This design comes from an exercise in tuning for small area on the open sky130 flow, not from production work. Function was checked by simulation only, so behaviour that the tests miss may differ from the original. Power figures rest on the tool's default switching activity, not on a simulated workload.

== run A ==
==> flow/design.v (excerpt) <==
module sd_card_top
#(
	parameter  SPI_LOW_SPEED_DIV = 248,
	parameter  SPI_HIGH_SPEED_DIV = 0
)
(
	input            clk,
	input            rst,
	output           SD_nCS,
	output           SD_DCLK,
	output           SD_MOSI,
	input            SD_MISO,
	output reg       sd_init_done,
	input            sd_sec_read,
	input[31:0]      sd_sec_read_addr,
	output reg[7:0]  sd_sec_read_data,
	output reg       sd_sec_read_data_valid,
	output           sd_sec_read_end,
	input            sd_sec_write,
	input[31:0]      sd_sec_write_addr,
	input[7:0]       sd_sec_write_data,
	output           sd_sec_write_data_req,
	output           sd_sec_write_end
);
For scale: ~620 cells after synthesis, about 100 flip-flops.
clock: 5.0 ns
lec_check: 0
cap_margin: 20
core_margin: 2
core_utilization: 40
slew_margin: 20
run.sh (not shown) runs the stock make flow with config.mk's settings and CLKGATE_MAP_FILE= SYNTH_SCRIPT=/design/flow/synth_recipe.tcl, a recipe that flattens the netlist after the stock synthesis.
The following lists how run B was set up differently from run A:
Settings: putting ABC_AREA at 1 where nothing was set; putting ABC_CLOCK_PERIOD_IN_PS at 5000 where nothing was set.
--- outcome ---
- Run B finished every stage and its layout cleared the timing, DRC and antenna checks.
- Compared with run A, mean routed wirelength per cell in run B decreased by more than 10%.
- Count of clock-buffer cells in the layout for run B: 4 up relative to run A
- What run B reported for combinational power has to be multiplied by 4.3 to get the figure for run A.
- Synthesis-to-finish area growth ended up 1.7 points higher on run B than on run A.
- Between run A and run B, final RePlAce weighted congestion decreased.
Edits applied to the flow inputs when going from run B to run C:
Settings: clearing ABC_CLOCK_PERIOD_IN_PS, which used to be 5000.
==> comparison <==
Run C went all the way through the flow, and no timing, DRC or antenna check failed.
Taking run B as the reference, in run C final design area excluding fillers about even, via total after detailed routing about even, worst hold slack across all endpoints about even, number of library cell types mapped by synthesis about even, number of antenna violations at the first check in global routing about even.
As far as number of cells traversed by the worst hold path goes, run B and run C are indistinguishable; the numbers are identical.
Compared with run B, in run C clock tree buffer count of the final layout did not really move, sequential share of layout area did not really move, count of plain and timing-repair buffers did not really move, fmax did not really move.

== v40 ==
Another version of the RTL of sd_card_top (not shown whole).
For scale: roughly 440 cells after synthesis, about 93 I/O pins, ~4200 sq um of cells after synthesis.
export LEC_CHECK = 0
export CAP_MARGIN = 0
export CORE_MARGIN = 2
export CORE_UTILIZATION = 75
export GPL_TIMING_DRIVEN = 0
export SLEW_MARGIN = 0
create_clock -name core_clock -period 5.0 [get_ports {clk}]
standard.sh (not shown) runs the stock make flow with config.mk's settings and CLKGATE_MAP_FILE= SYNTH_SCRIPT=/design/flow/synth_recipe.tcl, a recipe that flattens the netlist after the stock synthesis.
==> flow/flow/run.sh <==
#!/bin/bash
# Own layout flow: the standard layout (standard.sh, all ORFS steps) with two changes:
#  1. synthesis maps logic with an area-oriented ABC script (flow/area.abc) instead of
#     ORFS's speed script; everything else in synthesis (registers included) is unchanged;
#  2. clock tree synthesis inserts no dummy loads (CTS_ARGS, from CTS_ARGS_OWN below).
# Each tool's output is in the ORFS logs under orfs/logs/; make's own output is in flow_make.log.
set -euo pipefail
W=$(pwd)
F="$W/flow"
cat > "$W/own_synth.tcl" <<EOT
# The standard flow's synthesis (synth_recipe.tcl), with abc's -script and -D replaced by flow/area.abc
proc abc {args} {
  set out {}
  set skip 0
  foreach a \$args {
    if {\$skip} { set skip 0; continue }
    if {\$a eq "-script" || \$a eq "-D"} { set skip 1; continue }
    lappend out \$a
  }
  yosys abc -script $F/area.abc {*}\$out
}
source $W/synth_recipe.tcl
EOT
sed "s#SYNTH_SCRIPT=[^ ]*synth_recipe.tcl#SYNTH_SCRIPT=$W/own_synth.tcl#" "$W/standard.sh" > "$W/own_standard.sh"
grep -q "SYNTH_SCRIPT=$W/own_synth.tcl" "$W/own_standard.sh"
export CTS_ARGS="-sink_clustering_enable -repair_clock_nets -dont_use_dummy_load -buf_list sky130_fd_sc_hd__clkbuf_8 -root_buf sky130_fd_sc_hd__clkbuf_8"
bash "$W/own_standard.sh" > "$W/flow_make.log" 2>&1
==> flow/flow/area.abc <==
strash
dc2
&get -n
&deepsyn -T 30
&nf -a -R 1000
&put
mfs3 -ae
topo
The log for v40 ends in global placement (3_3_place_gp) with error GPL-0301, so the run never completed.
diff inputs: v40 => v41
- CORE_UTILIZATION now 60, was 75
diff --git a/flow/flow/run.sh b/flow/flow/run.sh
--- a/flow/flow/run.sh
+++ b/flow/flow/run.sh
@@ -1,6 +1,7 @@
 #!/bin/bash
-# Own layout flow: the standard layout (standard.sh, all ORFS steps) with two changes:
+# Own layout flow: the standard layout (standard.sh, all ORFS steps) with these changes:
 #  1. synthesis maps logic with an area-oriented ABC script (flow/area.abc) instead of
 #     ORFS's speed script; everything else in synthesis (registers included) is unchanged;
-#  2. clock tree synthesis inserts no dummy loads (CTS_ARGS, from CTS_ARGS_OWN below).
+#  2. clock tree synthesis uses clkbuf_8 buffers and inserts no dummy loads (CTS_ARGS);
+#  3. every input and output port still gets its own buffer, but a buf_1 (BUFFER_PORTS_ARGS).
 # Each tool's output is in the ORFS logs under orfs/logs/; make's own output is in flow_make.log.
@@ -25,2 +26,3 @@
 grep -q "SYNTH_SCRIPT=$W/own_synth.tcl" "$W/own_standard.sh"
+export BUFFER_PORTS_ARGS="-inputs -outputs -buffer_cell sky130_fd_sc_hd__buf_1"
 export CTS_ARGS="-sink_clustering_enable -repair_clock_nets -dont_use_dummy_load -buf_list sky130_fd_sc_hd__clkbuf_8 -root_buf sky130_fd_sc_hd__clkbuf_8"
==> comparison <==
- Initial standard-cell utilization of the core (higher): v40
- v41 finished every step from synthesis to the final layout, and the layout passed the timing, DRC and antenna checks.
- Compared with v40, in v41 area of the mapped netlist shows no meaningful change; vertical die dimension shows an increase of 8.8 um.
> inputs changed (v41 -> v35)
diff --git a/flow/flow/run.sh b/flow/flow/run.sh
--- a/flow/flow/run.sh
+++ b/flow/flow/run.sh
@@ -1,7 +1,6 @@
 #!/bin/bash
-# Own layout flow: the standard layout (standard.sh, all ORFS steps) with these changes:
+# Own layout flow: the standard layout (standard.sh, all ORFS steps) with two changes:
 #  1. synthesis maps logic with an area-oriented ABC script (flow/area.abc) instead of
 #     ORFS's speed script; everything else in synthesis (registers included) is unchanged;
-#  2. clock tree synthesis uses clkbuf_8 buffers and inserts no dummy loads (CTS_ARGS);
-#  3. every input and output port still gets its own buffer, but a buf_1 (BUFFER_PORTS_ARGS).
+#  2. clock tree synthesis inserts no dummy loads (CTS_ARGS, from CTS_ARGS_OWN below).
 # Each tool's output is in the ORFS logs under orfs/logs/; make's own output is in flow_make.log.
@@ -26,3 +25,2 @@
 grep -q "SYNTH_SCRIPT=$W/own_synth.tcl" "$W/own_standard.sh"
-export BUFFER_PORTS_ARGS="-inputs -outputs -buffer_cell sky130_fd_sc_hd__buf_1"
 export CTS_ARGS="-sink_clustering_enable -repair_clock_nets -dont_use_dummy_load -buf_list sky130_fd_sc_hd__clkbuf_8 -root_buf sky130_fd_sc_hd__clkbuf_8"
==> flow/flow/area.abc <==
strash
dc2
&get -n
&deepsyn -I 1 -T 1000
&nf -a -R 1000
&put
mfs3 -ae
topo
## What came out
In the reports for v41 and v35, the larger total via count in the routed design belongs to v35. Ratio of routed vias to standard cells up about 0.7% in v35 wrt v41. | overall die width | v41 vs v35 | ≈ equal |. Status: total die area parity (v35, v41). In the metrics for v41 and v35, the one carrying the higher number of non-clock buffers is v41. The internal power consumption reported for v35 is greater than that of v41 by about 35%. v35: maximum frequency 2.5 MHz below v41. Final cell count without fillers (lower): v41. v35 ends up with a minimum hold slack that is 0.0034 ns lower than in v41.

sd_card_top, a different RTL version from the one above (not shown whole).
Size in the first run: roughly 93 I/O pins.
// sd_card_top
module sd_card_top
#(
	parameter  SPI_LOW_SPEED_DIV = 248,
	parameter  SPI_HIGH_SPEED_DIV = 0
)
(
	input            clk,
	input            rst,
	output           SD_nCS,
	output           SD_DCLK,
	output           SD_MOSI,
	input            SD_MISO,
	output reg       sd_init_done,
	input            sd_sec_read,
	input[31:0]      sd_sec_read_addr,
	output reg[7:0]  sd_sec_read_data,
	output reg       sd_sec_read_data_valid,
	output           sd_sec_read_end,
	input            sd_sec_write,
	input[31:0]      sd_sec_write_addr,
	input[7:0]       sd_sec_write_data,
	output           sd_sec_write_data_req,
	output           sd_sec_write_end
);
clock: 5.0 ns
lec_check: 0
cap_margin: 0
core_margin: 2
core_utilization: 60
gpl_timing_driven: 0
slew_margin: 0
==> flow/flow/run.sh <==
#!/bin/bash
# Own layout flow: the standard layout (standard.sh, all ORFS steps) with two changes:
#  1. synthesis maps logic with an area-oriented ABC script (flow/area.abc) instead of
#     ORFS's speed script; everything else in synthesis (registers included) is unchanged;
#  2. clock tree synthesis inserts no dummy loads (CTS_ARGS, from CTS_ARGS_OWN below).
# Each tool's output is in the ORFS logs under orfs/logs/; make's own output is in flow_make.log.
set -euo pipefail
W=$(pwd)
F="$W/flow"
cat > "$W/own_synth.tcl" <<EOT
# The standard flow's synthesis (synth_recipe.tcl), with abc's -script and -D replaced by flow/area.abc
proc abc {args} {
  set out {}
  set skip 0
  foreach a \$args {
    if {\$skip} { set skip 0; continue }
    if {\$a eq "-script" || \$a eq "-D"} { set skip 1; continue }
    lappend out \$a
  }
  yosys abc -script $F/area.abc {*}\$out
}
source $W/synth_recipe.tcl
EOT
sed "s#SYNTH_SCRIPT=[^ ]*synth_recipe.tcl#SYNTH_SCRIPT=$W/own_synth.tcl#" "$W/standard.sh" > "$W/own_standard.sh"
grep -q "SYNTH_SCRIPT=$W/own_synth.tcl" "$W/own_standard.sh"
export CTS_ARGS="-sink_clustering_enable -repair_clock_nets -dont_use_dummy_load -buf_list sky130_fd_sc_hd__clkbuf_8 -root_buf sky130_fd_sc_hd__clkbuf_8"
bash "$W/own_standard.sh" > "$W/flow_make.log" 2>&1
==> flow/flow/area.abc <==
strash
&get -n
&deepsyn -T 30
&nf -a
&put
mfs3 -a
topo
==> next run, changes <==
Settings changed: CAP_MARGIN 0 to 20, CORE_UTILIZATION 60 to 40, SLEW_MARGIN 0 to 20.
Synthesized cell count is unchanged.
Register-to-register slack improves by 0.20 ns.
Maximum frequency falls by 1.0%.
Final area increases by 1.7%.
Cell count climbs by about 6.4%.
Global-route usage fell by 8.2 points.
Total power barely changes.
Setup slack is worse by 0.048 ns.
Worst hold slack improves by 0.014 ns.

The RTL this note starts from:
==> flow/design.v <==
module sd_card_top
#(
	parameter  SPI_LOW_SPEED_DIV = 248,
	parameter  SPI_HIGH_SPEED_DIV = 0
)
(
	input            clk,
	input            rst,
	output           SD_nCS,
	output           SD_DCLK,
	output           SD_MOSI,
	input            SD_MISO,
	output reg       sd_init_done,
	input            sd_sec_read,
	input[31:0]      sd_sec_read_addr,
	output reg[7:0]  sd_sec_read_data,
	output reg       sd_sec_read_data_valid,
	output           sd_sec_read_end,
	input            sd_sec_write,
	input[31:0]      sd_sec_write_addr,
	input[7:0]       sd_sec_write_data,
	output           sd_sec_write_data_req,
	output           sd_sec_write_end
);
localparam [4:0] H_LAST = 5'd16, H_AW = 5'd18, H_IDLE = 5'd20, H_RST = 5'd21;
reg  [4:0] h;
reg  [7:0] cc;           
reg  [7:0] tx;           
reg  [7:0] rx;           
reg        mosi_q;       
reg        wr_req;
wire edge_c = sd_init_done ? (cc == 8'h01) : (cc == 8'hec);
wire active = ~h[4] | (h == H_LAST);
wire ack    = (h == H_LAST) & edge_c;
reg  [2:0] idx;
always @(*)
	case (h[3:0])
		4'd0, 4'd1, 4'd2: idx = 3'd7;
		4'd3, 4'd4:       idx = 3'd6;
		4'd5, 4'd6:       idx = 3'd5;
		4'd7, 4'd8:       idx = 3'd4;
		4'd9, 4'd10:      idx = 3'd3;
		4'd11, 4'd12:     idx = 3'd2;
		4'd13, 4'd14:     idx = 3'd1;
		default:          idx = 3'd0;
	endcase
assign SD_MOSI = h[4] ? mosi_q : tx[idx];
assign SD_DCLK = ~h[0];
always @(posedge clk or posedge rst)
	if (rst) begin
		h <= H_RST;
		mosi_q <= 1'b0;
	end else begin
		mosi_q <= SD_MOSI;
		if (h == H_RST || h == H_AW)
			h <= H_IDLE;
		else if (h == H_IDLE) begin
			if (wr_req) h <= 5'd0;
		end else if (edge_c)
			h <= (h == H_LAST) ? H_AW : h + 5'd1;
	end
always @(posedge clk) begin
	cc <= (active & ~edge_c) ? {cc[6:0], ~(cc[7] ^ cc[5] ^ cc[4] ^ cc[3])} : 8'd0;
	if (~h[4] & edge_c & h[0]) rx <= {rx[6:0], SD_MISO};
end
localparam [3:0] S_IDLE = 4'd0, S_CMD0 = 4'd1, S_CMD8 = 4'd2, S_CMD55 = 4'd3,
	S_CMD41 = 4'd4, S_CMD16 = 4'd5, S_CMD17 = 4'd6, S_CMD24 = 4'd7,
	S_READ = 4'd8, S_WRITE = 4'd9, S_REND = 4'd10, S_WEND = 4'd11, S_WRW = 4'd12;
localparam [4:0] C_IDLE = 5'd0, C_INIT = 5'd1, C_WAIT = 5'd2, C_PRE = 5'd3,
	C_CMD = 5'd4, C_CDATA = 5'd5, C_RWAIT = 5'd6, C_READ = 5'd7, C_RACK = 5'd8,
	C_WTOK = 5'd9, C_WD0 = 5'd10, C_WD1 = 5'd11, C_WCRC = 5'd12, C_WSUC = 5'd13,
	C_WBUSY = 5'd14, C_WACK = 5'd15, C_ERR = 5'd16, C_END = 5'd17, C_ENDE = 5'd18;
reg  [3:0]  ss;
reg  [4:0]  cs;
reg         req;
reg  [31:0] addr;
reg  [15:0] bc;
wire bc_512  = (bc == 16'ha031);
wire bc_513  = (bc == 16'h4062);
wire bc_last = (bc == 16'h8000);
reg         ncs;
assign SD_nCS = ncs;
assign sd_sec_read_end = (ss == S_REND);
assign sd_sec_write_end = (ss == S_WEND);
assign sd_sec_write_data_req = (cs == C_WD0);
wire r1 = (ss == S_CMD0) | (ss == S_CMD8) | (ss == S_CMD55);
wire r1_ok = (rx[7:1] == 7'd0) & (rx[0] == r1);
always @(posedge clk or posedge rst)
	if (rst) begin
		ss <= S_IDLE;
		req <= 1'b0;
		sd_init_done <= 1'b0;
	end else begin
		req <= ~((ss == S_IDLE) | (ss == S_WRW) | (ss == S_REND) | (ss == S_WEND)) &
		       ~((cs == C_END) | (cs == C_RACK) | (cs == C_WACK));
		if (ss == S_CMD41 && cs == C_END) sd_init_done <= 1'b1;
		case (ss)
			S_IDLE:  ss <= S_CMD0;
			S_CMD0:  if (cs == C_END) ss <= S_CMD8;
			S_CMD8:  if (cs == C_END) ss <= S_CMD55;
			S_CMD55: if (cs == C_END) ss <= S_CMD41;
			S_CMD41: if (cs == C_END) ss <= S_CMD16; else if (cs == C_ENDE) ss <= S_CMD55;
			S_CMD16: if (cs == C_END) ss <= S_WRW;   else if (cs == C_ENDE) ss <= S_CMD55;
			S_WRW:   if (sd_sec_write) ss <= S_CMD24; else if (sd_sec_read) ss <= S_CMD17;
			S_CMD24: if (cs == C_END) ss <= S_WRITE;
			S_CMD17: if (cs == C_END) ss <= S_READ;
			S_WRITE: if (cs == C_WACK) ss <= S_WEND;
			S_READ:  if (cs == C_RACK) ss <= S_REND;
			default: ss <= S_WRW;
		endcase
	end
always @(posedge clk)
	if (ss == S_WRW) addr <= sd_sec_write ? sd_sec_write_addr : sd_sec_read_addr;
reg [7:0] cbyte;
always @(*) begin
	cbyte = 8'hff;
	if (bc[15:5] == 11'd0)
		case (bc[4:0])
			5'h00: case (ss)
				S_CMD0:  cbyte = 8'h40;
				S_CMD8:  cbyte = 8'h48;
				S_CMD55: cbyte = 8'h77;
				S_CMD41: cbyte = 8'h69;
				S_CMD16: cbyte = 8'h50;
				S_CMD17: cbyte = 8'h51;
				default: cbyte = 8'h58;
			endcase
			5'h01: cbyte = (ss == S_CMD17 || ss == S_CMD24) ? addr[31:24] : (ss == S_CMD41) ? 8'h40 : 8'h00;
			5'h02: cbyte = (ss == S_CMD17 || ss == S_CMD24) ? addr[23:16] : 8'h00;
			5'h04: cbyte = (ss == S_CMD17 || ss == S_CMD24) ? addr[15:8] : (ss == S_CMD8) ? 8'h01 : (ss == S_CMD16) ? 8'h02 : 8'h00;
			5'h08: cbyte = (ss == S_CMD17 || ss == S_CMD24) ? addr[7:0] : (ss == S_CMD8) ? 8'haa : 8'h00;
			5'h10: cbyte = (ss == S_CMD0) ? 8'h95 : (ss == S_CMD8) ? 8'h87 : 8'hff;
			default: cbyte = 8'hff;
		endcase
end
always @(posedge clk)
	case (cs)
		C_CMD:   tx <= cbyte;
		C_WTOK:  tx <= 8'hfe;
		C_WD1:   tx <= wr_req ? tx : sd_sec_write_data;
		default: tx <= 8'hff;
	endcase
reg [4:0] cn;
always @(*) begin
	cn = cs;
	case (cs)
		C_IDLE:  cn = C_INIT;
		C_INIT:  if (ack & bc[9]) cn = C_WAIT;
		C_WAIT:  if (req) cn = (ss == S_READ) ? C_RWAIT : (ss == S_WRITE) ? C_WTOK : C_PRE;
		C_PRE:   if (ack) cn = C_CMD;
		C_CMD:   if (ack) begin
				if (bc_last | (~r1_ok & ~rx[7])) cn = C_ERR;
				else if (r1_ok) cn = (ss == S_CMD8) ? C_CDATA : C_END;
			end
		C_CDATA: if (ack & bc[2]) cn = C_END;
		C_RWAIT: if (ack & (rx == 8'hfe)) cn = C_READ;
		C_READ:  if (ack & bc_513) cn = C_RACK;
		C_WTOK:  if (ack) cn = C_WD0;
		C_WD0:   cn = C_WD1;
		C_WD1:   if (ack) cn = bc_512 ? C_WCRC : C_WD0;
		C_WCRC:  if (ack & bc[0]) cn = C_WSUC;
		C_WSUC:  if (ack & (rx[4:0] == 5'b00101)) cn = C_WBUSY;
		C_WBUSY: if (ack & (&rx)) cn = C_WACK;
		C_ERR:   cn = C_ENDE;
		default: cn = C_WAIT;
	endcase
end
wire xfer = (cs == C_INIT) | (cs == C_PRE) | (cs == C_CMD) | (cs == C_CDATA) |
            (cs == C_RWAIT) | (cs == C_READ) | (cs == C_WTOK) | (cs == C_WD1) |
            (cs == C_WCRC) | (cs == C_WSUC) | (cs == C_WBUSY);
always @(posedge clk or posedge rst)
	if (rst) begin
		cs <= C_IDLE;
		wr_req <= 1'b0;
		ncs <= 1'b1;
		sd_sec_read_data_valid <= 1'b0;
		sd_sec_read_data <= 8'd0;
	end else begin
		cs <= cn;
		wr_req <= xfer & (cn == cs);
		if (cs == C_PRE) ncs <= 1'b1;
		else if (cs == C_CMD) ncs <= 1'b0;
		sd_sec_read_data_valid <= (cs == C_READ) & ~bc_512 & ~bc_513 & ack;
		if (cs == C_READ && ack) sd_sec_read_data <= rx;
	end
wire bc_clr = (cs == C_IDLE) | (cs == C_WAIT) |
              ((cs == C_CMD) & ack & r1_ok & (ss == S_CMD8)) |
              ((cs == C_WD1) & ack & bc_512);
wire bc_inc = (cs == C_WD0) | (ack & ((cs == C_INIT) | (cs == C_CMD) | (cs == C_CDATA) |
              (cs == C_READ) | (cs == C_WCRC)));
always @(posedge clk)
	if (bc_clr) bc <= 16'd0;
	else if (bc_inc) bc <= {bc[14:0], bc[15] ^ bc[13] ^ bc[12] ^ bc[10] ^ (bc[14:0] == 15'd0)};
endmodule
==> flow/config.mk <==
export PLATFORM = sky130hd
export DESIGN_NAME = sd_card_top
export DESIGN_NICKNAME = sd_card_top
export VERILOG_FILES = /design/flow/design.v
export SDC_FILE = /design/flow/constraint.sdc
export NUM_CORES = 4
export LEC_CHECK = 0
export CAP_MARGIN = 20
export CORE_MARGIN = 2
export CORE_UTILIZATION = 40
export SLEW_MARGIN = 20
==> flow/constraint.sdc <==
create_clock -name core_clock -period 5.0 [get_ports {clk}]
set_input_delay 1.0000 -clock core_clock [delete_from_list [all_inputs] [get_ports {clk}]]
set_output_delay 1.0000 -clock core_clock [all_outputs]
set_load 0.01 [all_outputs]
==> flow/flow/run.sh <==
#!/bin/bash
# Own layout flow: the standard layout (standard.sh, all ORFS steps) with two changes:
#  1. synthesis maps logic with an area-oriented ABC script (flow/area.abc) instead of
#     ORFS's speed script; everything else in synthesis (registers included) is unchanged;
#  2. clock tree synthesis inserts no dummy loads (CTS_ARGS, from CTS_ARGS_OWN below).
# Each tool's output is in the ORFS logs under orfs/logs/; make's own output is in flow_make.log.
set -euo pipefail
W=$(pwd)
F="$W/flow"
cat > "$W/own_synth.tcl" <<EOT
# The standard flow's synthesis (synth_recipe.tcl), with abc's -script and -D replaced by flow/area.abc
proc abc {args} {
  set out {}
  set skip 0
  foreach a \$args {
    if {\$skip} { set skip 0; continue }
    if {\$a eq "-script" || \$a eq "-D"} { set skip 1; continue }
    lappend out \$a
  }
  yosys abc -script $F/area.abc {*}\$out
}
source $W/synth_recipe.tcl
EOT
sed "s#SYNTH_SCRIPT=[^ ]*synth_recipe.tcl#SYNTH_SCRIPT=$W/own_synth.tcl#" "$W/standard.sh" > "$W/own_standard.sh"
grep -q "SYNTH_SCRIPT=$W/own_synth.tcl" "$W/own_standard.sh"
export CTS_ARGS="${CTS_ARGS_OWN:--sink_clustering_enable -repair_clock_nets -dont_use_dummy_load}"
bash "$W/own_standard.sh" > "$W/flow_make.log" 2>&1
==> flow/flow/area.abc <==
strash
&get -n
&deepsyn -T 30
&put
dch -f
map -a
topo
Rerun with:
==> flow/run.sh (new file) <==
#!/bin/bash
# synth_recipe.tcl (not shown) runs the flow's synth.tcl, then flattens the netlist and writes it again
# the make line also repeats each setting of config.mk as NAME=value (left out here)
make -C /OpenROAD-flow-scripts/flow DESIGN_CONFIG=/design/flow/config.mk WORK_HOME=/design/flow/orfs CLKGATE_MAP_FILE= SYNTH_SCRIPT=/design/flow/synth_recipe.tcl finish
removed: flow/flow/run.sh
removed: flow/flow/area.abc
removed: flow/standard.sh
Result: Worst hold slack improved by 29 ps; final area rose by 9.9%; total power climbs by about 36%; critical path depth is unchanged; clock skew is lower by 9.2 ps; sequential power is higher by about 20%; register-to-register slack gets better by 950 ps; non-clock buffer count grows by 6; clock power grows by about 17%.

==> static timing again, ports no longer ideal <==
The flow's constraints put no driver on any port. The routed layouts listed below were extracted and timed again, unchanged, in two steps.
Step 1 sets driving cells, clkbuf_16 on the clock port and buf_2 on the other inputs (assumed; they add their load-dependent delay and slew).
Step 2 also shifts input and output timing later by t, the mid clock arrival at the registers, as if the neighbouring blocks saw the same clock.
Three values: ideal ports, drivers, drivers and shift; two values: the first two.
| run | t (ns) | setup slack, ns | latest minus earliest clock arrival (ns) |
|---|---|---|---|
| run A | 0.407 | 0.693 / 0.647 / 1.054 | 0.011 / 0.011 |
| run B | 0.394 | 0.849 / 0.807 / 1.201 | 0.008 / 0.008 |
| run C | 0.394 | 0.849 / 0.807 / 1.201 | 0.008 / 0.008 |
| v41 | 0.363 | 0.263 / 0.235 / 0.598 | 0.023 / 0.023 |
| v35 | 0.363 | 0.207 / 0.178 / 0.542 | 0.021 / 0.021 |
| the first run of note 3 | 0.387 | 0.268 / 0.237 / 0.623 | 0.030 / 0.031 |
| the second run of note 3 | 0.373 | 0.220 / 0.186 / 0.560 | 0.035 / 0.035 |
| the first run of note 4 | 0.373 | 1.052 / 1.015 / 1.159 | 0.017 / 0.017 |
| the second run of note 4 | 0.394 | 0.755 / 0.711 / 1.105 | 0.008 / 0.008 |
After both steps setup and hold are still met in every run listed.
